Context: an optimization exercise on an open-source flow, tuned for small area. The choices shown serve that exercise and are no tape-out recipe.
Only simulation tests tie the RTL to the original design; equivalence was not proved.

==> job 4011 <==
==> flow/design.v (excerpt) <==
module mini_fir #(
    parameter NUM = 1
)(
    input        clk,
    input        rst_n,
    input  [3:0] i_addr,
    input  [7:0] i_data_wr,
    input        i_wr,
    input        i_rd,
    output [7:0] o_data_rd,
    input  [7:0] i_din,
    output reg [7:0] o_dout
);
clock: 5.5 ns
lec_check: 0
cap_margin: 20
core_margin: 2
core_utilization: 72
cts_buf_list: sky130_fd_sc_hd__clkbuf_8
cts_cluster_diameter: 30
gpl_timing_driven: 0
slew_margin: 20
synth_hierarchical: 1
standard.sh (not shown) runs the stock make flow with config.mk's settings and CLKGATE_MAP_FILE= SYNTH_SCRIPT=/design/flow/synth_recipe.tcl, a recipe that flattens the netlist after the stock synthesis.
==> flow/flow/run.sh <==
#!/bin/bash
# The standard layout, except that the port buffers are the smallest buffer
# (sky130_fd_sc_hd__buf_1) instead of ORFS's default choice.
set -euo pipefail
bash standard.sh "BUFFER_PORTS_ARGS=-buffer_cell sky130_fd_sc_hd__buf_1" finish > standard.log 2>&1
==> inputs of job 2654, as changes to job 4011 <==
--- a/flow/design.v
+++ b/flow/design.v
@@ -1008,27 +1008,26 @@
 assign lpp = lp4 & lp5 & lp6 & lp7;
 assign o_c_n = ~(lgg | (lpp & lc4));
 endmodule
 module mini_fir_cpa (
     input  [9:0] i_a_n,
     input  [9:0] i_b_n,
     input         i_c_n,
-    output [10:0] o_sum_n
+    output [10:0] o_sum
 );
-wire [9:1] c_n;
-mini_fir_fa u_fa0 (.a(i_a_n[0]), .b(i_b_n[0]), .c(i_c_n), .s(o_sum_n[0]), .co(c_n[1]));
-mini_fir_fa u_fa1 (.a(i_a_n[1]), .b(i_b_n[1]), .c(c_n[1]), .s(o_sum_n[1]), .co(c_n[2]));
-mini_fir_fa u_fa2 (.a(i_a_n[2]), .b(i_b_n[2]), .c(c_n[2]), .s(o_sum_n[2]), .co(c_n[3]));
-mini_fir_fa u_fa3 (.a(i_a_n[3]), .b(i_b_n[3]), .c(c_n[3]), .s(o_sum_n[3]), .co(c_n[4]));
-mini_fir_fa u_fa4 (.a(i_a_n[4]), .b(i_b_n[4]), .c(c_n[4]), .s(o_sum_n[4]), .co(c_n[5]));
-mini_fir_fa u_fa5 (.a(i_a_n[5]), .b(i_b_n[5]), .c(c_n[5]), .s(o_sum_n[5]), .co(c_n[6]));
-mini_fir_fa u_fa6 (.a(i_a_n[6]), .b(i_b_n[6]), .c(c_n[6]), .s(o_sum_n[6]), .co(c_n[7]));
-mini_fir_fa u_fa7 (.a(i_a_n[7]), .b(i_b_n[7]), .c(c_n[7]), .s(o_sum_n[7]), .co(c_n[8]));
-mini_fir_fa u_fa8 (.a(i_a_n[8]), .b(i_b_n[8]), .c(c_n[8]), .s(o_sum_n[8]), .co(c_n[9]));
-mini_fir_fa u_fa9 (.a(i_a_n[9]), .b(i_b_n[9]), .c(c_n[9]), .s(o_sum_n[9]), .co(o_sum_n[10]));
+wire [10:0] c_n;
+wire [9:0] s_n;
+assign c_n[0] = i_c_n;
+genvar i;
+generate
+    for (i = 0; i < 10; i = i + 1) begin : g_rip
+        mini_fir_fa u_fa (.a(i_a_n[i]), .b(i_b_n[i]), .c(c_n[i]), .s(s_n[i]), .co(c_n[i+1]));
+    end
+endgenerate
+assign o_sum = ~{c_n[10], s_n};
 endmodule
 module mini_fir_pp (input a, input b, output y);
 assign y = ~(a & b);
 endmodule
 module mini_fir_fa (input a, input b, input c, output s, output co);
 assign s  = a ^ b ^ c;
 assign co = (a & b) | (c & (a ^ b));
@@ -1049,16 +1048,15 @@
     input  [7:0] i_coeff_01,
     input  [7:0] i_coeff_02,
     input  [7:0] i_coeff_03,
     input  [7:0] i_coeff_04,
     input  [7:0] i_coeff_05,
     input  [7:0] i_coeff_06,
     input  [7:0] i_din,
-    output [7:0] o_sum_n,     
-    output       o_ok         
+    output [7:0] o_dout
 );
 reg [55:0] x_d;
 always @(posedge clk)
     x_d <= {x_d[47:0], i_din};
 wire [9:0] a_n, b_n;
 wire       c_n;
 mini_fir_mac u_mac (
@@ -1071,18 +1069,17 @@
 reg [9:0] sa_n, sb_n;
 reg       sc_n;
 always @(posedge clk) begin
     sa_n <= a_n;
     sb_n <= b_n;
     sc_n <= c_n;
 end
-wire [10:0] sum_n;
-mini_fir_cpa u_cpa (.i_a_n(sa_n), .i_b_n(sb_n), .i_c_n(sc_n), .o_sum_n(sum_n));
-assign o_sum_n = sum_n[7:0];
-assign o_ok    = &sum_n[10:8];
+wire [10:0] sum;
+mini_fir_cpa u_cpa (.i_a_n(sa_n), .i_b_n(sb_n), .i_c_n(sc_n), .o_sum(sum));
+assign o_dout = (|sum[10:8]) ? 8'hff : sum[7:0];
 endmodule
 module mini_fir_ctrl (
     input        clk,
     input        rst_n,
     input  [3:0] i_addr,
     input  [7:0] i_data_wr,
     input        i_wr,
@@ -1143,28 +1140,26 @@
     end
 end
 endmodule
 module mini_fir_hold (input d_n, input we_n, input q, output y);
 assign y = ~((d_n | we_n) & ~(we_n & q));
 endmodule
 module mini_fir_rdbit (input [7:0] sel, input [7:0] d, output y);
-wire [2:0] t_n;
-mini_fir_aoi222 u_t0 (.a(sel[0]), .b(d[0]), .c(sel[1]), .d(d[1]), .e(sel[2]), .f(d[2]), .y(t_n[0]));
-mini_fir_aoi222 u_t1 (.a(sel[3]), .b(d[3]), .c(sel[4]), .d(d[4]), .e(sel[5]), .f(d[5]), .y(t_n[1]));
-mini_fir_aoi22 u_t2 (.a(sel[6]), .b(d[6]), .c(sel[7]), .d(d[7]), .y(t_n[2]));
-mini_fir_nand3 u_or (.a(t_n[0]), .b(t_n[1]), .c(t_n[2]), .y(y));
-endmodule
-module mini_fir_aoi222 (input a, input b, input c, input d, input e, input f, output y);
-assign y = ~((a & b) | (c & d) | (e & f));
+wire [3:0] t_n;
+mini_fir_aoi22 u_t0 (.a(sel[0]), .b(d[0]), .c(sel[1]), .d(d[1]), .y(t_n[0]));
+mini_fir_aoi22 u_t1 (.a(sel[2]), .b(d[2]), .c(sel[3]), .d(d[3]), .y(t_n[1]));
+mini_fir_aoi22 u_t2 (.a(sel[4]), .b(d[4]), .c(sel[5]), .d(d[5]), .y(t_n[2]));
+mini_fir_aoi22 u_t3 (.a(sel[6]), .b(d[6]), .c(sel[7]), .d(d[7]), .y(t_n[3]));
+mini_fir_nand4 u_or (.a(t_n[0]), .b(t_n[1]), .c(t_n[2]), .d(t_n[3]), .y(y));
 endmodule
 module mini_fir_aoi22 (input a, input b, input c, input d, output y);
 assign y = ~((a & b) | (c & d));
 endmodule
-module mini_fir_nand3 (input a, input b, input c, output y);
-assign y = ~(a & b & c);
+module mini_fir_nand4 (input a, input b, input c, input d, output y);
+assign y = ~(a & b & c & d);
 endmodule
 module mini_fir #(
     parameter NUM = 1
 )(
     input        clk,
     input        rst_n,
     input  [3:0] i_addr,
@@ -1173,16 +1168,15 @@
     input        i_rd,
     output [7:0] o_data_rd,
     input  [7:0] i_din,
     output reg [7:0] o_dout
 );
 wire [7:0] fir_ctrl;
 wire [7:0] coeff_00, coeff_01, coeff_02, coeff_03, coeff_04, coeff_05, coeff_06;
-wire [7:0] sum_n;
-wire       ok;
+wire [7:0] fir_out;
 mini_fir_ctrl u_fir_ctrl (
     .clk        (clk),
     .rst_n      (rst_n),
     .i_addr     (i_addr),
     .i_data_wr  (i_data_wr),
     .i_wr       (i_wr),
     .i_rd       (i_rd),
@@ -1202,32 +1196,18 @@
     .i_coeff_01 (coeff_01),
     .i_coeff_02 (coeff_02),
     .i_coeff_03 (coeff_03),
     .i_coeff_04 (coeff_04),
     .i_coeff_05 (coeff_05),
     .i_coeff_06 (coeff_06),
     .i_din      (i_din),
-    .o_sum_n    (sum_n),
-    .o_ok       (ok)
+    .o_dout     (fir_out)
 );
-wire [7:0] dout_nxt, filt;
-wire       en_n = ~fir_ctrl[0];
-genvar b;
-generate
-    for (b = 0; b < 8; b = b + 1) begin : g_out
-        mini_fir_a21oi u_filt (.a1(ok), .a2(sum_n[b]), .b1(en_n), .y(filt[b]));
-        mini_fir_a21o  u_mux  (.a1(en_n), .a2(i_din[b]), .b1(filt[b]), .x(dout_nxt[b]));
-    end
-endgenerate
 always @(posedge clk or negedge rst_n) begin
     if (~rst_n)
         o_dout <= 8'd0;
+    else if (fir_ctrl[0])
+        o_dout <= fir_out;
     else
-        o_dout <= dout_nxt;
+        o_dout <= i_din;
 end
 endmodule
-module mini_fir_a21oi (input a1, input a2, input b1, output y);
-assign y = ~((a1 & a2) | b1);
-endmodule
-module mini_fir_a21o (input a1, input a2, input b1, output x);
-assign x = (a1 & a2) | b1;
-endmodule
==> flow/config.mk (replaced) <==
export PLATFORM = sky130hd
export DESIGN_NAME = mini_fir
export DESIGN_NICKNAME = mini_fir
export VERILOG_FILES = /design/flow/design.v
export SDC_FILE = /design/flow/constraint.sdc
export NUM_CORES = 4
export LEC_CHECK = 0
export CAP_MARGIN = 20
export CORE_MARGIN = 2
export CORE_UTILIZATION = 65
export CTS_BUF_LIST = sky130_fd_sc_hd__clkbuf_8
export CTS_CLUSTER_DIAMETER = 30
export GPL_TIMING_DRIVEN = 0
export SLEW_MARGIN = 20
export SYNTH_HIERARCHICAL = 1
==> reports/results.ini <==
[synthesis]
synth_top_area_share_pct = 57.9

[sta]
fmax_ghz = 0.184

[status]
status = timing/DRC/antenna clean

[floorplanning]
start_util_pct = 73.7

[worst_hold_path]
hold_path_startpoint = u_fir_dp.x_d[44]$_DFF_P_

[global_route]
grt_max_degree = 35

(the above is from job 4011)
==> reports/results.ini <==
[clock_tree]
cts_tree = done

[finish]
num-nonclk-inverters = 21
multi_input_gates = 1112

[global_route]
grt_max_degree = 28

[floorplanning]
start_util_pct = 66.8

[synthesis]
synth_top_area_cell = fa_1
synth_top_area_share_pct = 57.0

[worst_setup_path]
worstReg2RegEnd = u_fir_dp.sb_n[0]$_DFF_P_

[status]
status = timing/DRC/antenna clean

(the above is from job 2654)

## re-timing with driven ports
Ports are ideal in the flow. The routed layouts listed here were re-timed in OpenROAD. Step 1: set_driving_cell puts a clkbuf_16 on clk and a buf_2 on each other input, an assumption about the parent block. Step 2, shift: input delay + t, output delay - t, t = (earliest + latest rising clock arrival at the registers) / 2. This alone moves slack from input paths to output paths. a / b / c = ideal / step 1 / step 2; a / b = the first two.
| run | t, ns | setup slack, ns | worst setup path after step 2 | worst data-port slew with drivers (ns) |
|---|---|---|---|---|
| job 4011 | 0.524 | 0.063 / 0.063 / 0.063 | register to register | 0.05 |
| job 2654 | 0.513 | 0.151 / 0.151 / 0.151 | register to register | 0.03 |
After both steps setup and hold are still met in every run listed.
